This is an optimization exercise on Yosys and OpenROAD, whose aim is small area and a short achievable clock period, not a production implementation. At most, simulation tests tie the RTL to the original design; equivalence was not proved. The clock input has no modelled driver; a real chip could not lean on it and would need a root buffer or a full tree. Power is estimated from default activity; no workload was simulated.

## sync_fifo
module sync_fifo #(
    parameter WIDTH = 32,
    parameter DEPTH = 8
)(
    input wire clk,
    input wire rst,
    input wire wr_en,
    input wire rd_en,
    input wire [WIDTH-1:0] din,
    output reg [WIDTH-1:0] dout,
    output reg full,
    output wire empty
);
    reg [WIDTH-1:0] mem [0:7];
    reg [2:0] wptr;
    reg [7:0] rsel;
    reg full_i, nempty_i, nempty_o;
    assign empty = ~nempty_o;
    wire wr_acc = wr_en & ~full_i;
    wire rd_acc = rd_en & nempty_i;
    wire [7:0] wen;
    sync_fifo_dec8 u_wdec (.en(~full_i), .a(wptr), .y(wen));
    wire n7 = |(wen & {rsel[0], rsel[7:1]});
    wire n1 = |(rsel & {wen[0], wen[7:1]});
    wire [8:0] sel = {~rd_acc, rsel & {8{rd_acc}}};
    wire [WIDTH-1:0] rdata;
    genvar b, w;
    generate
        for (b = 0; b < WIDTH; b = b + 1) begin : g_rd
            sync_fifo_rdbit u_rd (
                .sel(sel),
                .d({dout[b], mem[7][b], mem[6][b], mem[5][b], mem[4][b],
                    mem[3][b], mem[2][b], mem[1][b], mem[0][b]}),
  ...
Settings: LEC_CHECK=0, CAP_MARGIN=20, CORE_MARGIN=2, CORE_UTILIZATION=40, SETUP_SLACK_MARGIN=1.2, SLEW_MARGIN=20, SYNTH_HIERARCHICAL=1; clock period 3.0 ns.
standard.sh (not shown) runs the stock make flow with config.mk's settings and CLKGATE_MAP_FILE= SYNTH_SCRIPT=/design/flow/synth_recipe.tcl, a recipe that flattens the netlist after the stock synthesis.
==> flow/flow/run.sh <==
#!/bin/bash
# Own layout flow: the standard ORFS flow (standard synthesis unchanged),
# with the port buffers made as buf_1 cells instead of the default delay
# buffers, and clock tree synthesis without dummy loads.
set -euo pipefail
cd "$(dirname "$0")/.."
bash standard.sh \
  "BUFFER_PORTS_ARGS=-buffer_cell sky130_fd_sc_hd__buf_1" \
  "CTS_ARGS=-sink_clustering_enable -repair_clock_nets -dont_use_dummy_load -sink_clustering_size 30 -sink_clustering_max_diameter 150" \
  finish > make_finish.log 2>&1
The first run completed with no timing, DRC or antenna violations.
Then changed:
--- a/flow/flow/run.sh
+++ b/flow/flow/run.sh
@@ -3 +3 @@
-# with the port buffers made as buf_1 cells instead of the default delay
+# with the port buffers made as buf_2 cells instead of the default delay
@@ -8 +8 @@
-  "BUFFER_PORTS_ARGS=-buffer_cell sky130_fd_sc_hd__buf_1" \
+  "BUFFER_PORTS_ARGS=-buffer_cell sky130_fd_sc_hd__buf_2" \
Effect: The changed run finished with timing, DRC and antenna clean; critical path depth is higher by 1; design area climbs slightly; global-route usage came out lower by 0.39 points; synthesized area stays the same; fmax went up slightly; total power shrinks slightly.
No run of this note included a check of the RTL's function; only the layout flow was run.

xenon:
Another version of the RTL of sync_fifo (not shown whole).
Size: roughly 70 I/O pins.
export LEC_CHECK = 0
export CAP_MARGIN = 20
export CORE_MARGIN = 2
export CORE_UTILIZATION = 40
export PLACE_DENSITY = 0.85
export SETUP_SLACK_MARGIN = 1.33
export SLEW_MARGIN = 20
export SYNTH_HIERARCHICAL = 1
create_clock -name core_clock -period 3.0 [get_ports {clk}]
==> flow/flow/run.sh <==
#!/bin/bash
# Own layout flow: the standard ORFS flow (standard synthesis unchanged),
# with
#  - the port buffers made as buf_1 cells instead of the default delay buffers;
#  - clock tree synthesis without dummy loads, in clusters of up to 30 sinks;
#  - after CTS, the branch level of the clock tree removed (collapse_clock.tcl),
#    so every register sees the root buffer and one leaf buffer; the CTS
#    step's timing repair then runs on the collapsed tree.
# make's output goes to make_finish.log; each step's own log is under orfs/logs.
set -euo pipefail
cd "$(dirname "$0")/.."
here=$(pwd)
bash standard.sh \
  "BUFFER_PORTS_ARGS=-buffer_cell sky130_fd_sc_hd__buf_1" \
  "CTS_ARGS=-sink_clustering_enable -repair_clock_nets -dont_use_dummy_load -sink_clustering_size 30 -sink_clustering_max_diameter 150" \
  "POST_CTS_TCL=$here/flow/collapse_clock.tcl" \
  "SKIP_CTS_REPAIR_TIMING=1" \
  finish > make_finish.log 2>&1
==> flow/flow/collapse_clock.tcl <==
# POST_CTS hook (with SKIP_CTS_REPAIR_TIMING=1): collapse the clock tree to two buffer levels. Every clock
# buffer that the root buffer drives and that drives only other clock
# buffers is removed, and its loads are moved onto the root buffer's net.
# All registers keep the same number of buffers (two) between them and the
# clock port, so the tree stays balanced; only the insertion delay drops.
proc my_collapse_clock_tree {} {
  set block [ord::get_db_block]
  set removed 0
  set port [$block findBTerm clk]
  set clknet [$port getNet]
  foreach rit [$clknet getITerms] {
    set root [$rit getInst]
    set rootout ""
    foreach it [$root getITerms] { if {[$it isOutputSignal]} { set rootout [$it getNet] } }
    if {$rootout eq ""} { continue }
    foreach it [$rootout getITerms] {
      set mid [$it getInst]
      if {$mid eq $root} { continue }
      if {![string match "*clkbuf*" [[$mid getMaster] getName]]} { continue }
      set midout ""
      foreach mit [$mid getITerms] { if {[$mit isOutputSignal]} { set midout $mit } }
      if {$midout eq ""} { continue }
      set onet [$midout getNet]
      set all_bufs 1
      foreach lit [$onet getITerms] {
        if {$lit eq $midout} { continue }
        if {![string match "*clkbuf*" [[[$lit getInst] getMaster] getName]]} { set all_bufs 0 }
      }
      if {!$all_bufs} { continue }
      foreach lit [$onet getITerms] {
        if {$lit eq $midout} { continue }
        $lit disconnect
        $lit connect $rootout
      }
      $midout disconnect
      $it disconnect
      odb::dbInst_destroy $mid
      odb::dbNet_destroy $onet
      incr removed
    }
  }
  puts "my_collapse_clock_tree: removed $removed clock buffers"
}
my_collapse_clock_tree
estimate_parasitics -placement
report_clock_latency -clock [all_clocks]

# The CTS step's own timing repair is skipped (SKIP_CTS_REPAIR_TIMING=1) so
# that it runs here, on the collapsed tree, as cts.tcl would run it.
repair_timing_helper
set result [catch { detailed_placement } msg]
if { $result != 0 } {
  error "Detailed placement failed after the clock tree collapse: $msg"
}
check_placement -verbose
Inputs modified between xenon and sierra:
# xenon
export LEC_CHECK = 0
export CAP_MARGIN = 20
export CORE_MARGIN = 2
export CORE_UTILIZATION = 40
export PLACE_DENSITY = 0.85
export SETUP_SLACK_MARGIN = 1.33
export SLEW_MARGIN = 20
export SYNTH_HIERARCHICAL = 1
create_clock -name core_clock -period 3.0 [get_ports {clk}]
# sierra
export LEC_CHECK = 0
export CAP_MARGIN = 20
export CORE_MARGIN = 2
export CORE_UTILIZATION = 55
export SETUP_SLACK_MARGIN = 1.33
export SLEW_MARGIN = 20
export SYNTH_HIERARCHICAL = 1
create_clock -name core_clock -period 3.0 [get_ports {clk}]
==> run summary <==
sierra has peak per-stage delay on the critical path below what xenon had. The lower combinational share of power of sierra and xenon is in xenon. The lower routability-driven placement congestion ratio of sierra and xenon is in xenon. Against xenon, sierra comes in 2 higher on sum of buffers and inverters on the critical path. Final cell area: sierra below xenon. Taking xenon as the reference, in sierra area taken by flip-flops and latches level, final net count went up.
### sierra -> willow
# sierra
export LEC_CHECK = 0
export CAP_MARGIN = 20
export CORE_MARGIN = 2
export CORE_UTILIZATION = 55
export SETUP_SLACK_MARGIN = 1.33
export SLEW_MARGIN = 20
export SYNTH_HIERARCHICAL = 1
create_clock -name core_clock -period 3.0 [get_ports {clk}]
# willow
export LEC_CHECK = 0
export CAP_MARGIN = 20
export CORE_MARGIN = 2
export CORE_UTILIZATION = 40
export SETUP_SLACK_MARGIN = 1.4
export SLEW_MARGIN = 20
export SYNTH_HIERARCHICAL = 1
create_clock -name core_clock -period 3.0 [get_ports {clk}]
diff --git a/flow/flow/run.sh b/flow/flow/run.sh
--- a/flow/flow/run.sh
+++ b/flow/flow/run.sh
@@ -7,2 +7 @@
-#    so every register sees the root buffer and one leaf buffer; the CTS
-#    step's timing repair then runs on the collapsed tree.
+#    so every register sees the root buffer and one leaf buffer.
@@ -17 +15,0 @@
-  "SKIP_CTS_REPAIR_TIMING=1" \
diff --git a/flow/flow/collapse_clock.tcl b/flow/flow/collapse_clock.tcl
--- a/flow/flow/collapse_clock.tcl
+++ b/flow/flow/collapse_clock.tcl
@@ -1 +1 @@
-# POST_CTS hook (with SKIP_CTS_REPAIR_TIMING=1): collapse the clock tree to two buffer levels. Every clock
+# POST_CTS hook: collapse the clock tree to two buffer levels. Every clock
@@ -47,9 +46,0 @@
-
-# The CTS step's own timing repair is skipped (SKIP_CTS_REPAIR_TIMING=1) so
-# that it runs here, on the collapsed tree, as cts.tcl would run it.
-repair_timing_helper
-set result [catch { detailed_placement } msg]
-if { $result != 0 } {
-  error "Detailed placement failed after the clock tree collapse: $msg"
-}
-check_placement -verbose
Notes after the runs:
Final critical delay including setup and external delays, sierra and willow: smaller value in willow
In summary, willow completed successfully, with a layout that passed the timing, design-rule and antenna checks.
In willow the combinational power turned out about 12% higher than in sierra.
Delta (willow minus sierra): setup slack now sits higher; detailed-routed wire length on met2 now sits higher; overall die width now sits higher.
Against sierra, HPWL reported at the end of detailed placement in willow came out worse.

-- re-timing with driven ports --
In the flow no input, the clock included, has a driving cell. The finished layouts below were timed again as built, in two steps.
Step 1 sets driving cells, clkbuf_16 on the clock port and buf_2 on the other inputs (assumed; they add their load-dependent delay and slew).
Step 2 also shifts input and output timing later by t, the mid clock arrival at the registers, as if the neighbouring blocks saw the same clock.
a / b / c = ideal / step 1 / step 2; a / b = the first two.
run	shift t [ns]	slack for setup (ns)	worst data-port slew with drivers (ns)	cell pins on the clock port's net
the first run of note 1	0.510	1.245 / 1.239 / 0.911	0.07	1
the second run of note 1	0.508	1.257 / 1.257 / 1.021	0.07	1
xenon	0.443	1.300 / 1.300 / 1.021	0.07	1
sierra	0.456	1.337 / 1.335 / 0.971	0.05	1
willow	0.464	1.375 / 1.330 / 1.037	0.07	1
After both steps every run listed still meets setup and hold. For sierra, which loses most, drivers alone change the setup slack by -0.002 ns; drivers and shift together by -0.366 ns.
